Source: an optimization exercise on an open RTL-to-GDS flow (aim: small area and a short achievable clock period). Production flows keep margins and buffers that such runs may drop.
In this exercise RTL edits were held to simulation tests only and were not proved equivalent to the original.

run A:
// rms
module rms(input clk, input rst, input pushin, input [1:0] cmdin, input signed [31:0] Xin,
           input pullout, output stopout, output [31:0] Xout);
  reg p0;
  reg [1:0] c0;
  reg [31:0] x0;
  always @(posedge clk or posedge rst)
    if (rst) p0 <= 1'b0; else p0 <= pushin;
  always @(posedge clk) begin
    c0 <= cmdin;
    x0 <= Xin;
  end
  reg [71:0] S;
  reg [9:0] N;
  reg clr;
  reg v1;
  wire [31:0] xg = x0 & {32{p0}};
  wire sub = p0 & ~c0[1] & c0[0];
  wire [71:0] Se = S & {72{~clr}};
  wire [9:0] Ne = N & {10{~clr}};
  wire [71:0] T;
  wire w1;
  wire w2;
  wire w3;
  wire w4;
  wire w5;
  wire w6;
  wire w7;
  wire w8;
  wire w9;
  wire w10;
  wire w11;
  wire w12;
  wire w13;
  wire w14;
  wire w15;
  wire w16;
  wire w17;
  wire w18;
  wire w19;
  wire w20;
  wire w21;
  wire w22;
  wire w23;
  wire w24;
  wire w25;
  wire w26;
  wire w27;
  wire w28;
  wire w29;
  wire w30;
  wire w31;
  wire w32;
  wire w33;
  wire w34;
  wire w35;
  wire w36;
  wire w37;
  wire w38;
  wire w39;
  wire w40;
  wire w41;
  wire w42;
  wire w43;
  wire w44;
  wire w45;
  wire w46;
  wire w47;
  wire w48;
  wire w49;
  wire w50;
  wire w51;
  wire w52;
  wire w53;
  wire w54;
  wire w55;
  wire w56;
  wire w57;
  wire w58;
  wire w59;
  wire w60;
  wire w61;
  wire w62;
  wire w63;
  wire w64;
  wire w65;
  wire w66;
  wire w67;
  wire w68;
  wire w69;
  wire w70;
  wire w71;
  wire w72;
  wire w73;
  wire w74;
  wire w75;
  wire w76;
  wire w77;
  wire w78;
  wire w79;
  wire w80;
  wire w81;
  wire w82;
  wire w83;
  wire w84;
  wire w85;
  wire w86;
  wire w87;
  wire w88;
  wire w89;
  wire w90;
  wire w91;
  wire w92;
  wire w93;
  wire w94;
  wire w95;
  wire w96;
  wire w97;
  wire w98;
  wire w99;
  wire w100;
  wire w101;
  wire w102;
  wire w103;
  wire w104;
  ...
Size in the first run: about 1600 flip-flops, about 71 I/O pins.
export LEC_CHECK = 0
export ABC_AREA = 1
export CAP_MARGIN = 30
export CORE_MARGIN = 2
export CORE_UTILIZATION = 70
export CTS_BUF_LIST = sky130_fd_sc_hd__clkbuf_4 sky130_fd_sc_hd__clkbuf_8
export CTS_CLUSTER_DIAMETER = 50
export CTS_CLUSTER_SIZE = 18
export PLACE_DENSITY = 0.8
export SLEW_MARGIN = 20
create_clock -name core_clock -period 220.0 [get_ports {clk}]
standard.sh (not shown) runs the stock make flow with config.mk's settings and CLKGATE_MAP_FILE= SYNTH_SCRIPT=/design/flow/synth_recipe.tcl, a recipe that flattens the netlist after the stock synthesis.
==> flow/flow/run.sh <==
#!/bin/bash
# Layout flow: the standard flow with three changes to synthesis:
#  - Yosys synth runs with -noabc (no generic ABC pass before full-adder
#    extraction), so the adders written in the RTL are extracted as written;
#  - only full adders are extracted (extract_fa -fa), no half adders;
#  - the final ABC technology mapping uses an area-oriented script
#    (flow/abc_area_map.script).
# Placement buffers the ports with buf_2 cells (BUFFER_PORTS_ARGS).
# CTS runs without dummy loads (CTS_ARGS; same clustering as config.mk).
# Synthesis otherwise is synth_recipe.tcl (-nofsm -noshare, flatten, rename);
# floorplan through finish is the standard.sh unchanged.
set -euo pipefail
HERE=$(pwd)
SCRIPT=$HERE/flow/abc_area_map.script
{
  echo "# synth_recipe.tcl with synth -noabc and the final abc call using $SCRIPT"
  echo "proc abc {args} {"
  echo "  set i [lsearch -exact \$args -script]"
  echo "  if {\$i >= 0} { lset args [expr {\$i + 1}] $SCRIPT }"
  echo "  yosys abc {*}\$args"
  echo "}"
  echo 'proc synth {args} { yosys synth -nofsm -noshare -noabc {*}$args }'
  echo 'proc extract_fa {args} { yosys extract_fa -fa }'
  tail -n +2 synth_recipe.tcl
} > my_synth.tcl
grep -q '^source .*synth.tcl' my_synth.tcl
sed "s#SYNTH_SCRIPT=[^ ]*#SYNTH_SCRIPT=$HERE/my_synth.tcl#" standard.sh > my_standard.sh
grep -q "SYNTH_SCRIPT=$HERE/my_synth.tcl" my_standard.sh
bash my_standard.sh synth > synth.log 2>&1
export BUFFER_PORTS_ARGS="-buffer_cell sky130_fd_sc_hd__buf_2"
export CTS_ARGS="-sink_clustering_enable -repair_clock_nets -sink_clustering_size 18 -sink_clustering_max_diameter 50 -buf_list {sky130_fd_sc_hd__clkbuf_4 sky130_fd_sc_hd__clkbuf_8} -dont_use_dummy_load"
bash my_standard.sh finish > layout.log 2>&1
test -f out/final.def
==> flow/flow/abc_area_map.script <==
strash
dc2
dch
amap
topo
stime -c
Changes in run B relative to run A:
--- a/flow/flow/run.sh
+++ b/flow/flow/run.sh
@@ -31 +31 @@
-export CTS_ARGS="-sink_clustering_enable -repair_clock_nets -sink_clustering_size 18 -sink_clustering_max_diameter 50 -buf_list {sky130_fd_sc_hd__clkbuf_4 sky130_fd_sc_hd__clkbuf_8} -dont_use_dummy_load"
+export CTS_ARGS="-sink_clustering_enable -repair_clock_nets -sink_clustering_size 18 -sink_clustering_max_diameter 50 -buf_list {sky130_fd_sc_hd__clkbuf_4 sky130_fd_sc_hd__clkbuf_8} -dont_use_dummy_load -root_buf sky130_fd_sc_hd__clkbuf_16"
Findings:
- Diff run A..run B | fraction of the mapped netlist area in compound gates | unchanged
- Going from run A to run B, final critical-path setup slack shows an increase of 130 ps; global-route usage has remained practically unchanged; worst endpoint data arrival time fell by 130 ps.
- Status: post-route fraction of the period consumed by the critical path parity (run B, run A)
- Status: share of cell area taken by flip-flops and latches parity (run A, run B)
#### Input delta (run C over run B)
--- a/flow/flow/run.sh
+++ b/flow/flow/run.sh
@@ -9 +9,2 @@
-# CTS runs without dummy loads (CTS_ARGS; same clustering as config.mk).
+# CTS runs without dummy loads and with a clkbuf_16 root buffer (CTS_ARGS;
+# same clustering as config.mk).
Source-to-sink clock delay at the later pin of the worst-skew pair: run B vs run C — no meaningful difference. Run C -> run B: number of buffers added by the clock tree synthesis step delta 0, exact match. Diff run C..run B | row count | unchanged. Comparing run C against run B, there is no change at all in overall routed net length. From run C to run B, number of sinks driven by the clock tree did not move at all. [compare] base=run B new=run C: distinct cell type count after synthesis has remained practically unchanged. Post-layout worst setup margin: run C vs run B — no meaningful difference.

* * *

Setup of main:
Another version of the RTL of rms (not shown whole).
Size: ~7,300 cells after synthesis, about 100,000 sq um of cells after synthesis.
export LEC_CHECK = 0
export ABC_AREA = 1
export CAP_MARGIN = 30
export CORE_MARGIN = 2
export CORE_UTILIZATION = 60
export CTS_BUF_LIST = sky130_fd_sc_hd__clkbuf_4 sky130_fd_sc_hd__clkbuf_8
export CTS_CLUSTER_DIAMETER = 50
export CTS_CLUSTER_SIZE = 18
export PLACE_DENSITY = 0.72
export SLEW_MARGIN = 20
create_clock -name core_clock -period 220.0 [get_ports {clk}]
==> flow/flow/run.sh <==
#!/bin/bash
# Layout flow: the standard flow with three changes to synthesis:
#  - Yosys synth runs with -noabc (no generic ABC pass before full-adder
#    extraction), so the adders written in the RTL are extracted as written;
#  - only full adders are extracted (extract_fa -fa), no half adders;
#  - the final ABC technology mapping uses an area-oriented script
#    (flow/abc_area_map.script).
# Placement buffers the ports with buf_2 cells (BUFFER_PORTS_ARGS).
# CTS runs without dummy loads (CTS_ARGS; same clustering as config.mk).
# Synthesis otherwise is synth_recipe.tcl (-nofsm -noshare, flatten, rename);
# floorplan through finish is the standard.sh unchanged.
set -euo pipefail
HERE=$(pwd)
SCRIPT=$HERE/flow/abc_area_map.script
{
  echo "# synth_recipe.tcl with synth -noabc and the final abc call using $SCRIPT"
  echo "proc abc {args} {"
  echo "  set i [lsearch -exact \$args -script]"
  echo "  if {\$i >= 0} { lset args [expr {\$i + 1}] $SCRIPT }"
  echo "  yosys abc {*}\$args"
  echo "}"
  echo 'proc synth {args} { yosys synth -nofsm -noshare -noabc {*}$args }'
  echo 'proc extract_fa {args} { yosys extract_fa -fa }'
  tail -n +2 synth_recipe.tcl
} > my_synth.tcl
grep -q '^source .*synth.tcl' my_synth.tcl
sed "s#SYNTH_SCRIPT=[^ ]*#SYNTH_SCRIPT=$HERE/my_synth.tcl#" standard.sh > my_standard.sh
grep -q "SYNTH_SCRIPT=$HERE/my_synth.tcl" my_standard.sh
bash my_standard.sh synth > synth.log 2>&1
export BUFFER_PORTS_ARGS="-buffer_cell sky130_fd_sc_hd__buf_2"
export CTS_ARGS="-sink_clustering_enable -repair_clock_nets -sink_clustering_size 18 -sink_clustering_max_diameter 50 -buf_list {sky130_fd_sc_hd__clkbuf_4 sky130_fd_sc_hd__clkbuf_8} -dont_use_dummy_load"
bash my_standard.sh finish > layout.log 2>&1
test -f out/final.def
Scripts as last shown in full above: flow/flow/abc_area_map.script
main ended with every stage complete and zero timing, DRC or antenna violations.
Setup changes, main to the feature branch
-- flow/config.mk --
<<< main, line 11
export CORE_UTILIZATION = 60
>>> the feature branch, line 11
export CORE_UTILIZATION = 70
<<< main, line 15
export PLACE_DENSITY = 0.72
>>> the feature branch, line 15
export GPL_TIMING_DRIVEN = 0
export PLACE_DENSITY = 0.8
### Flow results
In the floorplan summary, the feature branch is listed with a die area less than that of main.
Compared with main, in the feature branch global-route wire length before repair went up by 2.5%.

* * *

Setup of build 3:
Another version of the RTL of rms (not shown whole).
Size in the first run: ~7300 cells after synthesis.
clock: 220.0 ns
lec_check: 0
abc_area: 1
cap_margin: 30
core_margin: 2
core_utilization: 60
cts_buf_list: sky130_fd_sc_hd__clkbuf_4 sky130_fd_sc_hd__clkbuf_8
cts_cluster_diameter: 50
cts_cluster_size: 18
place_density: 0.72
slew_margin: 20
==> flow/flow/run.sh <==
#!/bin/bash
# Layout flow: the standard flow with two changes to synthesis only:
#  - Yosys synth runs with -noabc (no generic ABC pass before full-adder
#    extraction), so the adders written in the RTL are extracted as written;
#  - the final ABC technology mapping uses an area-oriented script
#    (flow/abc_area_map.script).
# Placement buffers the ports with buf_2 cells (BUFFER_PORTS_ARGS).
# CTS runs without dummy loads (CTS_ARGS; same clustering as config.mk).
# Synthesis otherwise is synth_recipe.tcl (-nofsm -noshare, flatten, rename);
# floorplan through finish is the standard.sh unchanged.
set -euo pipefail
HERE=$(pwd)
SCRIPT=$HERE/flow/abc_area_map.script
{
  echo "# synth_recipe.tcl with synth -noabc and the final abc call using $SCRIPT"
  echo "proc abc {args} {"
  echo "  set i [lsearch -exact \$args -script]"
  echo "  if {\$i >= 0} { lset args [expr {\$i + 1}] $SCRIPT }"
  echo "  yosys abc {*}\$args"
  echo "}"
  echo 'proc synth {args} { yosys synth -nofsm -noshare -noabc {*}$args }'
  tail -n +2 synth_recipe.tcl
} > my_synth.tcl
grep -q '^source .*synth.tcl' my_synth.tcl
sed "s#SYNTH_SCRIPT=[^ ]*#SYNTH_SCRIPT=$HERE/my_synth.tcl#" standard.sh > my_standard.sh
grep -q "SYNTH_SCRIPT=$HERE/my_synth.tcl" my_standard.sh
bash my_standard.sh synth > synth.log 2>&1
export BUFFER_PORTS_ARGS="-buffer_cell sky130_fd_sc_hd__buf_2"
export CTS_ARGS="-sink_clustering_enable -repair_clock_nets -sink_clustering_size 18 -sink_clustering_max_diameter 50 -buf_list {sky130_fd_sc_hd__clkbuf_4 sky130_fd_sc_hd__clkbuf_8} -dont_use_dummy_load"
bash my_standard.sh finish > layout.log 2>&1
test -f out/final.def
Scripts as last shown in full above: flow/flow/abc_area_map.script
Setup changes, build 3 to build 92
Settings: changing CTS_CLUSTER_SIZE from 18 to 30; changing CORE_UTILIZATION from 60 to 40; changing CTS_BUF_LIST from sky130_fd_sc_hd__clkbuf_4 sky130_fd_sc_hd__clkbuf_8 to sky130_fd_sc_hd__clkbuf_8 sky130_fd_sc_hd__clkbuf_16; removing PLACE_DENSITY (formerly 0.72); changing CTS_CLUSTER_DIAMETER from 50 to 40.
diff --git a/flow/flow/run.sh b/flow/flow/run.sh
--- a/flow/flow/run.sh
+++ b/flow/flow/run.sh
@@ -8 +7,0 @@
-# CTS runs without dummy loads (CTS_ARGS; same clustering as config.mk).
@@ -29 +27,0 @@
-export CTS_ARGS="-sink_clustering_enable -repair_clock_nets -sink_clustering_size 18 -sink_clustering_max_diameter 50 -buf_list {sky130_fd_sc_hd__clkbuf_4 sky130_fd_sc_hd__clkbuf_8} -dont_use_dummy_load"
[summary]
- Build 92: placed wire-length estimate after detailed placement is 8.0% higher than what build 3 reported.
- Relative to build 3, met3 global-route usage has decreased by 0.93 points in build 92.
- In the tables for build 3 and build 92, number of CTS-inserted buffers reads lower with build 3.
[inputs] build 51 vs build 92
Settings: CORE_UTILIZATION: 40 -> 60; CTS_BUF_LIST: sky130_fd_sc_hd__clkbuf_8 sky130_fd_sc_hd__clkbuf_16 -> sky130_fd_sc_hd__clkbuf_4 sky130_fd_sc_hd__clkbuf_8; CTS_CLUSTER_SIZE: 30 -> 18; PLACE_DENSITY: unset -> 0.72; CTS_CLUSTER_DIAMETER: 40 -> 50.
Results
A critical path capture point of Xout[17] is what build 51 shows, while stopout belongs to build 92. Build 51 reports its standard cell with the maximum stage delay on the critical path as sky130_fd_sc_hd__edfxtp_1 while build 92 reports sky130_fd_sc_hd__dfrtp_1. Utilization build 92 -> build 51: up. The via count reported for build 51 is lower than the one for build 92. [compare] base=build 92 new=build 51: final area went down about 5.4%; global-route usage +8.2 points. Going from build 92 to build 51, final-layout worst hold slack grows by 0.022 ns.
--- input diff build 51..build 76 ---
Settings: a change of CORE_UTILIZATION from 60 to 40; a deleted PLACE_DENSITY that had been 0.72.
Notes after the runs:
Going from build 51 to build 76, fill cell total of the finished layout rose 10900; combined area of the multi-input logic cells held; area after detailed placement shows an increase of about 1.4%; global-route usage lower. Total iterations of the first detailed-routing run (build 76 over build 51): increase, 1. Going from build 51 to build 76, largest net degree at the start of global routing saw an increase; storage element area closely matched the old numbers; largest clock skew in the final design decreased by 0.0092 ns relative to the old numbers; final hold violation count now sits at about the same level.
Relative to build 76, the following input files were edited for build 18:
Settings: setting PLACE_DENSITY to 0.72 for the first time; changing CTS_CLUSTER_SIZE from 18 to 24; changing CTS_CLUSTER_DIAMETER from 50 to 40; changing CORE_UTILIZATION from 40 to 60.
diff --git a/flow/flow/run.sh b/flow/flow/run.sh
--- a/flow/flow/run.sh
+++ b/flow/flow/run.sh
@@ -7,0 +8 @@
+# CTS runs without dummy loads (CTS_ARGS; same clustering as config.mk).
@@ -27,0 +29 @@
+export CTS_ARGS="-sink_clustering_enable -repair_clock_nets -sink_clustering_size 24 -sink_clustering_max_diameter 40 -buf_list {sky130_fd_sc_hd__clkbuf_4 sky130_fd_sc_hd__clkbuf_8} -dont_use_dummy_load"
- The final layout from build 18, which completed every stage, passed the timing, DRC and antenna checks at the end of the flow.
- Against build 76, build 18 comes in 1179 lower on final cell count.
- Compared with build 76, build 18 improves worst setup slack.
- In build 18 relative to build 76, cell area had gone down by a few percent.

-- re-timing with driven ports --
In the flow no input, the clock included, has a driving cell. The finished layouts below were timed again as built, in two steps.
Step 1 sets driving cells, clkbuf_16 on the clock port and buf_2 on the other inputs (assumed; they add their load-dependent delay and slew).
Step 2, shift: input delay + t, output delay - t, t = (earliest + latest rising clock arrival at the registers) / 2. This alone moves slack from input paths to output paths.
Three values: ideal ports, drivers, drivers and shift; two values: the first two.
run	shift t [ns]	slack for setup (ns)	worst register clock-pin slew, ns
run A	0.949	174.520 / 174.448 / 174.511	0.11 / 0.11
run B	0.815	174.654 / 174.575 / 174.514	0.11 / 0.11
run C	0.815	174.654 / 174.575 / 174.514	0.11 / 0.11
main	1.016	174.436 / 174.358 / 174.662	0.11 / 0.11
the feature branch	1.000	172.992 / 172.992 / 172.992	0.12 / 0.12
build 3	0.988	174.461 / 174.376 / 174.818	0.11 / 0.11
build 92	0.950	174.526 / 174.438 / 174.523	0.08 / 0.08
build 51	1.048	174.443 / 174.361 / 174.798	0.11 / 0.11
build 76	1.047	174.404 / 174.319 / 174.546	0.12 / 0.12
build 18	1.030	174.417 / 174.340 / 174.747	0.11 / 0.11
After both steps setup and hold are still met in every run listed.
